Source: an optimization exercise on an open RTL-to-GDS flow (aim: small area). Production flows keep margins and buffers that such runs may drop. In this exercise RTL edits were held to simulation tests only and were not proved equivalent to the original. No activity file was given, so power comes from the tool's default toggle rates.

== build 24 ==
==> flow/design.v <==
package arp_packet_generator_package;
	localparam [7:0] PRE_BYTE = 8'h55;
	localparam [7:0] SFD = 8'hd5;
	localparam [15:0] ARP_ETHERTYPE = 16'h0806;
	localparam [15:0] HTYPE = 16'd1;
	localparam [15:0] PTYPE = 16'h0800;
	localparam [7:0] HLEN = 8'd6;
	localparam [7:0] PLEN = 8'd4;
endpackage
package crc_32_byte_package;
	localparam [31:0] CRC_POLY_REFL = 32'hedb88320;
endpackage
import crc_32_byte_package::*;
module crc_32_byte
(
	input wire [31:0] crc_in,
	input wire [7:0] idx,
	input wire fill,
	output logic [31:0] crc_next
);
	always_comb begin
		logic [31:0] c;
		c = {24'd0, idx};
		for (int i = 0; i < 8; i++)
			c = c[0] ? ((c >> 1) ^ CRC_POLY_REFL) : (c >> 1);
		crc_next = {{8{fill}}, crc_in[31:8]} ^ c;
	end
endmodule
import arp_packet_generator_package::*;
import crc_32_byte_package::*;
module arp_packet_generator
(
	input wire clk,
	input wire rst_n,
	input wire [47:0] src_mac_add,
	input wire [47:0] des_mac_add,
	input wire [31:0] src_ip_add,
	input wire [31:0] des_ip_add,
	input wire [15:0] operator,
	input wire req,
	output logic gmii_tx_en,
	output logic [7:0] gmii_txd
);
	logic [6:0] st;
	logic [7:0] ring_a [16];
	logic [7:0] ring_b [6];
	logic [31:0] crc;
	logic [31:0] crc_next;
	logic accept;
	logic sel_a, sel_b1, sel_b2, sel_fcs;
	logic [7:0] field_byte;
	logic [7:0] const_byte;
	logic crc_feed;
	logic [7:0] idx;
	assign accept = req && (st == 7'd0 || st == 7'd73);
	always_ff @(posedge clk or negedge rst_n) begin
		if (!rst_n)
			st <= 7'd0;
		else if (st == 7'd0 || st == 7'd73)
			st <= {6'd0, req};
		else
			st <= st + 7'd1;
	end
	always_ff @(posedge clk) begin
		if (accept) begin
			ring_a[9]  <= ~des_mac_add[47:40];
			ring_a[10] <= ~des_mac_add[39:32];
			ring_a[11] <= ~des_mac_add[31:24];
			ring_a[12] <= ~des_mac_add[23:16];
			ring_a[13] <= ~des_mac_add[15:8];
			ring_a[14] <= ~des_mac_add[7:0];
			ring_a[15] <= ~src_mac_add[47:40];
			ring_a[0]  <= ~src_mac_add[39:32];
			ring_a[1]  <= ~src_mac_add[31:24];
			ring_a[2]  <= ~src_mac_add[23:16];
			ring_a[3]  <= ~src_mac_add[15:8];
			ring_a[4]  <= ~src_mac_add[7:0];
			ring_a[5]  <= ~src_ip_add[31:24];
			ring_a[6]  <= ~src_ip_add[23:16];
			ring_a[7]  <= ~src_ip_add[15:8];
			ring_a[8]  <= ~src_ip_add[7:0];
			ring_b[5] <= ~operator[15:8];
			ring_b[0] <= ~operator[7:0];
			ring_b[1] <= ~des_ip_add[31:24];
			ring_b[2] <= ~des_ip_add[23:16];
			ring_b[3] <= ~des_ip_add[15:8];
			ring_b[4] <= ~des_ip_add[7:0];
		end else begin
			for (int i = 0; i < 16; i++)
				ring_a[i] <= ~ring_a[(i + 1) % 16];
			for (int i = 0; i < 6; i++)
				ring_b[i] <= ~ring_b[(i + 1) % 6];
		end
	end
	always_comb begin
		sel_a = (st >= 7'd10 && st <= 7'd21) || (st >= 7'd32 && st <= 7'd47);
		sel_b1 = (st == 7'd30 || st == 7'd31);
		sel_b2 = (st >= 7'd48 && st <= 7'd51);
		sel_fcs = (st >= 7'd70 && st <= 7'd73);
		crc_feed = (st >= 7'd10 && st <= 7'd69);
		case (st)
			7'd2, 7'd3, 7'd4, 7'd5, 7'd6, 7'd7, 7'd8: const_byte = PRE_BYTE;
			7'd9:  const_byte = SFD;
			7'd22: const_byte = ARP_ETHERTYPE[15:8];
			7'd23: const_byte = ARP_ETHERTYPE[7:0];
			7'd24: const_byte = HTYPE[15:8];
			7'd25: const_byte = HTYPE[7:0];
			7'd26: const_byte = PTYPE[15:8];
			7'd27: const_byte = PTYPE[7:0];
			7'd28: const_byte = HLEN;
			7'd29: const_byte = PLEN;
			default: const_byte = 8'd0;
		endcase
	end
	logic [7:0] tap_raw;
	assign tap_raw = ({8{sel_a}} & ring_a[0]) | ({8{sel_b1}} & ring_b[0]) |
	                 ({8{sel_b2}} & ring_b[2]);
	assign field_byte = tap_raw ^ {8{st[0] & (sel_a | sel_b1 | sel_b2)}};
	assign idx = {8{crc_feed}} & (crc[7:0] ^ gmii_txd);
	crc_32_byte u0
	(
		.crc_in(crc),
		.idx(idx),
		.fill(!crc_feed),
		.crc_next(crc_next)
	);
	always_ff @(posedge clk)
		crc <= crc_next;
	assign gmii_tx_en = (st >= 7'd2 && st <= 7'd73);
	assign gmii_txd = field_byte | const_byte | ({8{sel_fcs}} & ~crc[7:0]);
endmodule
clock: 5.0 ns
lec_check: 0
cap_margin: 20
core_margin: 2
core_utilization: 40
slew_margin: 20
standard.sh (not shown) runs the stock make flow with config.mk's settings and CLKGATE_MAP_FILE= SYNTH_SCRIPT=/design/flow/synth_recipe.tcl, a recipe that flattens the netlist after the stock synthesis.
==> flow/flow/run.sh <==
#!/bin/bash
# Layout with the standard ORFS flow, with two changes:
#  - the input and output ports get the smallest buffer (buf_1);
#  - clock tree synthesis inserts no dummy loads.
cp standard.sh standard.sh.txt
export BUFFER_PORTS_ARGS="-buffer_cell sky130_fd_sc_hd__buf_1"
export CTS_ARGS="-sink_clustering_enable -repair_clock_nets -dont_use_dummy_load -buf_list {sky130_fd_sc_hd__clkbuf_8} -sink_clustering_size 16 -sink_clustering_max_diameter 300"
bash standard.sh > standard.log 2>&1
Build 24 reached the final stage; the timing, design-rule and antenna checks on its layout passed.
[inputs] build 16 vs build 24
==> flow/flow/run.sh <==
#!/bin/bash
# Layout with the standard ORFS flow (standard.sh), with these changes:
#  - synthesis maps the logic with ABC's area mapper (flow/synth_area.tcl);
#  - the input and output ports get the smallest buffer (buf_1);
#  - clock tree synthesis inserts no dummy loads and uses clkbuf_4 buffers with clusters of at most 10 sinks.
set -e
export FLOW_WORK=$PWD
sed "s#SYNTH_SCRIPT=[^ ]*#SYNTH_SCRIPT=$PWD/flow/synth_area.tcl#" standard.sh > standard_area.sh
grep -q "SYNTH_SCRIPT=$PWD/flow/synth_area.tcl" standard_area.sh
export BUFFER_PORTS_ARGS="-buffer_cell sky130_fd_sc_hd__buf_1"
export CTS_ARGS="-sink_clustering_enable -repair_clock_nets -dont_use_dummy_load -buf_list {sky130_fd_sc_hd__clkbuf_4} -sink_clustering_size 10 -sink_clustering_max_diameter 300"
bash standard_area.sh > standard.log 2>&1
==> flow/flow/area.abc (new file) <==
strash
dch -f
amap
==> flow/flow/synth_area.tcl (new file) <==
# The standard synthesis (synth_recipe.tcl, which this sources unchanged),
# except that the technology mapping of the combinational logic uses ABC's
# area-oriented mapper (area.abc) instead of ORFS's delay-oriented script.
set area_abc_script [file join [file dirname [file normalize [info script]]] area.abc]
proc abc {args} {
  set i [lsearch -exact $args -script]
  if { $i >= 0 } {
    lset args [expr { $i + 1 }] $::area_abc_script
  }
  yosys abc {*}$args
}
source $::env(FLOW_WORK)/synth_recipe.tcl
-- flow/config.mk --
<<< build 24, line 11
>>> build 16, line 11
export GPL_TIMING_DRIVEN = 0
export SETUP_SLACK_MARGIN = -0.45
[summary]
Build 16 completed end to end; final checks failed (setup timing).
Re wire length on met2: build 16 and build 24 aren't equal, and the lower value belongs to build 24.
Of build 16 and build 24, it is build 16 that has the lower hold slack.
Build 16 vs build 24 — total met3 wirelength after detailed routing climbed by a few percent
When build 16 is set beside build 24, its leakage power summed over all cells turns out to be about 37% smaller.
Build 16 ended up with a lower worst setup slack than build 24 did.
Looking at fraction of cell area in non-clock buffers, build 16 sits 1.5 points higher than build 24 does.
Comparing build 16 and build 24, the higher logic gate share of total power was measured on build 16.
Here is what was changed in the inputs of build 79 compared with build 16.
==> flow/flow/run.sh <==
#!/bin/bash
# Layout with the standard ORFS flow, with two changes:
#  - the input and output ports get the smallest buffer (buf_1);
#  - clock tree synthesis inserts no dummy loads.
cp standard.sh standard.sh.txt
export BUFFER_PORTS_ARGS="-buffer_cell sky130_fd_sc_hd__buf_1"
export CTS_ARGS="-sink_clustering_enable -repair_clock_nets -dont_use_dummy_load -buf_list {sky130_fd_sc_hd__clkbuf_4}"
bash standard.sh > standard.log 2>&1
-- flow/config.mk --
<<< build 16, line 11
export GPL_TIMING_DRIVEN = 0
export SETUP_SLACK_MARGIN = -0.45
>>> build 79, line 11
removed: flow/flow/area.abc
removed: flow/flow/synth_area.tcl
## What came out
The flow did not stop early for build 79: all stages ran, and the layout cleared the timing, design-rule and antenna checks.
Going from build 16 to build 79, number of levels the H-tree was split into grows by 1.
Build 79 reports a higher internal power of the cells than build 16 does.
Comparing number of antenna diodes for build 79 and build 16, the bigger number came from build 16.

* * *

job 2168:
// arp_packet_generator: RTL as listed in full above, without the edits since
export LEC_CHECK = 0
export CAP_MARGIN = 20
export CORE_MARGIN = 2
export CORE_UTILIZATION = 40
export SLEW_MARGIN = 20
create_clock -name core_clock -period 5.0 [get_ports {clk}]
==> flow/flow/run.sh <==
#!/bin/bash
# Layout with the standard ORFS flow, with two changes:
#  - the input and output ports get the smallest buffer (buf_1);
#  - clock tree synthesis inserts no dummy loads.
cp standard.sh standard.sh.txt
export BUFFER_PORTS_ARGS="-buffer_cell sky130_fd_sc_hd__buf_1"
export CTS_ARGS="-sink_clustering_enable -repair_clock_nets -dont_use_dummy_load -buf_list {sky130_fd_sc_hd__clkbuf_4} -sink_buffer_max_cap_derate 0.5"
bash standard.sh > standard.log 2>&1
Job 2168 reached the final stage; the timing, design-rule and antenna checks on its layout passed.
Input-level comparison between job 7438 and job 2168:
==> flow/run.sh (new file) <==
#!/bin/bash
# synth_recipe.tcl (not shown) runs the flow's synth.tcl, then flattens the netlist and writes it again
# the make line also repeats each setting of config.mk as NAME=value (left out here)
make -C /OpenROAD-flow-scripts/flow DESIGN_CONFIG=/design/flow/config.mk WORK_HOME=/design/flow/orfs CLKGATE_MAP_FILE= SYNTH_SCRIPT=/design/flow/synth_recipe.tcl finish
removed: flow/flow/run.sh
removed: flow/standard.sh
## What came out
- Going from job 2168 to job 7438, the worst setup margin was found to have gone up by 0.14 ns.
- Clock buffer count in job 7438 vs job 2168: down about 40%
- Job 7438 vs job 2168 — global-route met1 utilization rose 0.56 points.
- Comparing job 7438 and job 2168, the lower global-route wire length before repair was measured on job 2168.
- Delta (job 7438 minus job 2168): share of power burned in registers shows a reduction of 11 points; multi-input gate share of the layout cell area shows a reduction of 5.1 points; global-route usage over all layers shows an increase of 0.62 points.
Changes in job 6961 relative to job 7438:
Settings: SETUP_SLACK_MARGIN newly set to -0.45.
==> flow/flow/run.sh (new file) <==
#!/bin/bash
# Layout with the standard ORFS flow (standard.sh), with these changes:
#  - synthesis maps the logic with ABC's area mapper (flow/synth_area.tcl);
#  - the input and output ports get the smallest buffer (buf_1);
#  - clock tree synthesis inserts no dummy loads and uses clkbuf_4 buffers with clusters of at most 11 sinks within 60 um.
set -e
export FLOW_WORK=$PWD
sed "s#SYNTH_SCRIPT=[^ ]*#SYNTH_SCRIPT=$PWD/flow/synth_area.tcl#" standard.sh > standard_area.sh
grep -q "SYNTH_SCRIPT=$PWD/flow/synth_area.tcl" standard_area.sh
export BUFFER_PORTS_ARGS="-buffer_cell sky130_fd_sc_hd__buf_1"
export CTS_ARGS="-sink_clustering_enable -repair_clock_nets -dont_use_dummy_load -buf_list {sky130_fd_sc_hd__clkbuf_4} -sink_clustering_size 11 -sink_clustering_max_diameter 60"
bash standard_area.sh > standard.log 2>&1
==> flow/flow/area.abc (new file) <==
strash
dch -f
amap
==> flow/flow/synth_area.tcl (new file) <==
# The standard synthesis (synth_recipe.tcl, which this sources unchanged),
# except that the technology mapping of the combinational logic uses ABC's
# area-oriented mapper (area.abc) instead of ORFS's delay-oriented script.
set area_abc_script [file join [file dirname [file normalize [info script]]] area.abc]
proc abc {args} {
  set i [lsearch -exact $args -script]
  if { $i >= 0 } {
    lset args [expr { $i + 1 }] $::area_abc_script
  }
  yosys abc {*}$args
}
source $::env(FLOW_WORK)/synth_recipe.tcl
==> flow/standard.sh (new file) <==
#!/bin/bash
# synth_recipe.tcl (not shown) runs the flow's synth.tcl, then flattens the netlist and writes it again
# the make line also repeats each setting of config.mk as NAME=value (left out here)
make -C /OpenROAD-flow-scripts/flow DESIGN_CONFIG=/design/flow/config.mk WORK_HOME=/design/flow/orfs CLKGATE_MAP_FILE= SYNTH_SCRIPT=/design/flow/synth_recipe.tcl "${@:-finish}"
removed: flow/run.sh
Notes after the runs:
- Fmax: job 6961 below job 7438
- Compared to job 7438, job 6961 was floorplanned on a smaller die.
- Compared with job 7438, cell area after placement in job 6961 decreased by more than 10%.
- On initial antenna violation count, the higher figure sits with job 6961, not job 7438.
- Average size of a mapped cell: job 7438 and job 6961 compared, lower one is job 6961
- The higher routed length on met3 of job 7438 and job 6961 is in job 6961.
- Of job 7438 and job 6961, the run reporting the lower critical path depth was job 7438.
Input-level comparison between job 1531 and job 6961:
==> flow/flow/run.sh <==
#!/bin/bash
# Layout with the standard ORFS flow (standard.sh), with these changes:
#  - synthesis maps the logic with ABC's area mapper (flow/synth_area.tcl);
#  - the input and output ports get the smallest buffer (buf_1);
#  - clock tree synthesis inserts no dummy loads and uses clkbuf_4 buffers with clusters of at most 10 sinks.
set -e
export FLOW_WORK=$PWD
sed "s#SYNTH_SCRIPT=[^ ]*#SYNTH_SCRIPT=$PWD/flow/synth_area.tcl#" standard.sh > standard_area.sh
grep -q "SYNTH_SCRIPT=$PWD/flow/synth_area.tcl" standard_area.sh
export BUFFER_PORTS_ARGS="-buffer_cell sky130_fd_sc_hd__buf_1"
export CTS_ARGS="-sink_clustering_enable -repair_clock_nets -dont_use_dummy_load -buf_list {sky130_fd_sc_hd__clkbuf_4} -sink_clustering_size 10 -sink_clustering_max_diameter 50"
bash standard_area.sh > standard.log 2>&1
Notes after the runs:
Cmp job 1531 and job 6961 / met2 capacity usage during global routing / lower: job 1531
In the flow results for job 1531 and job 6961, the relative contribution of sequential cells to total power is smaller on job 1531.
Across both runs, final worst-path cycle share was higher for job 1531 than for job 6961.
Delta (job 1531 minus job 6961): filler cell count in the final layout shows an increase of 0.31%, clock share of power shows an increase of 1.2 points, met3 capacity usage during global routing shows an increase of 0.19 points, sequential cell area share shows a reduction of 0.17 points.
Job 6961 has a higher peak supply drop than job 1531.
[inputs] job 3806 vs job 1531
Settings: SETUP_SLACK_MARGIN no longer set, was -0.45.
==> flow/flow/run.sh <==
#!/bin/bash
# Layout with the standard ORFS flow, with two changes:
#  - the input and output ports get the smallest buffer (buf_1);
#  - clock tree synthesis inserts no dummy loads.
cp standard.sh standard.sh.txt
export BUFFER_PORTS_ARGS="-buffer_cell sky130_fd_sc_hd__buf_1"
export CTS_ARGS="-sink_clustering_enable -repair_clock_nets -dont_use_dummy_load -buf_list {sky130_fd_sc_hd__clkbuf_16} -sink_clustering_size 25 -sink_clustering_max_diameter 300"
bash standard.sh > standard.log 2>&1
removed: flow/flow/area.abc
removed: flow/flow/synth_area.tcl
Results
- Job 3806 ended up with flop to primary output as its critical setup path kind; job 1531 ended up with flop to flop.
- Net switching power up 1.4% in job 3806 wrt job 1531
- Diff job 3806 and job 1531: final period utilization higher in job 1531
- Looking at synthesized cell count across job 3806 and job 1531, the one that comes out lower is job 1531.
- Taking job 3806 over job 1531, the area of the multi-input gates ratio works out to 1.5.
- Job 3806 vs. job 1531: logic depth of the worst setup path including buffers fell 11, time the final worst path needs with I/O delays and setup -0.24 ns.
- Compared with job 1531, in job 3806 combinational-cell power consumption shrank by 8.5%, post-synthesis share of cell area spent on and, or, nand and nor gates shrank by 1.3 points, fraction of power consumed by sequential logic shrank by 5.0 points.
#### Input delta (job 7443 over job 3806)
--- a/flow/flow/run.sh
+++ b/flow/flow/run.sh
@@ -6,3 +6,3 @@
 export BUFFER_PORTS_ARGS="-buffer_cell sky130_fd_sc_hd__buf_1"
-export CTS_ARGS="-sink_clustering_enable -repair_clock_nets -dont_use_dummy_load -buf_list {sky130_fd_sc_hd__clkbuf_16} -sink_clustering_size 25 -sink_clustering_max_diameter 300"
+export CTS_ARGS="-sink_clustering_enable -repair_clock_nets -dont_use_dummy_load"
 bash standard.sh > standard.log 2>&1
==> comparison <==
- Comparing job 7443 and job 3806, the higher worst endpoint data arrival time was measured on job 7443.
- In the reports for job 7443 and job 3806, the smaller sequential share of layout area belongs to job 7443.
- Total power divided by cell area sits higher in job 7443 than in job 3806.
- Multiplexer area fraction after synthesis: job 7443 vs job 3806 — no meaningful difference
- Register clock-pin slew on the reported worst setup and hold paths: higher on job 3806
- Taking job 3806 as the reference, in job 7443 slew at the pin closest to its max-slew limit shrank by 0.021 ns, cell count moved up, final layout net count moved up, slack of the critical path dropped 0.019 ns.

==> port drivers added, routing unchanged <==
Ports are ideal in the flow. The routed layouts listed here were re-timed in OpenROAD. Step 1: set_driving_cell puts a clkbuf_16 on clk and a buf_2 on each other input, an assumption about the parent block. Step 2 adds t to the input delays and takes it off the output delays; t is the mean of the earliest and latest rising clock arrival at the registers after step 1. Input paths then give back, and output paths get back, about the clock's delay inside the block. a / b / c = no drivers / after step 1 / after step 2; a / b = the first two.
run	shift t [ns]	setup slack, ns	worst register clock-pin slew, ns	cell pins on the clock port's net
build 24	0.527	0.491 / 0.456 / 0.965	0.10 / 0.10	1
build 16	0.645	-0.048 / -0.048 / -0.048	0.12 / 0.12	1
build 79	0.646	0.351 / 0.318 / 0.949	0.06 / 0.06	1
job 2168	0.646	0.351 / 0.318 / 0.949	0.06 / 0.06	1
job 7438	0.550	0.492 / 0.447 / 0.998	0.06 / 0.06	1
job 6961	0.630	0.333 / 0.333 / 0.333	0.11 / 0.11	1
job 1531	0.649	0.273 / 0.273 / 0.273	0.11 / 0.11	1
job 3806	0.491	0.516 / 0.470 / 0.962	0.10 / 0.10	1
job 7443	0.528	0.496 / 0.456 / 0.983	0.06 / 0.06	1
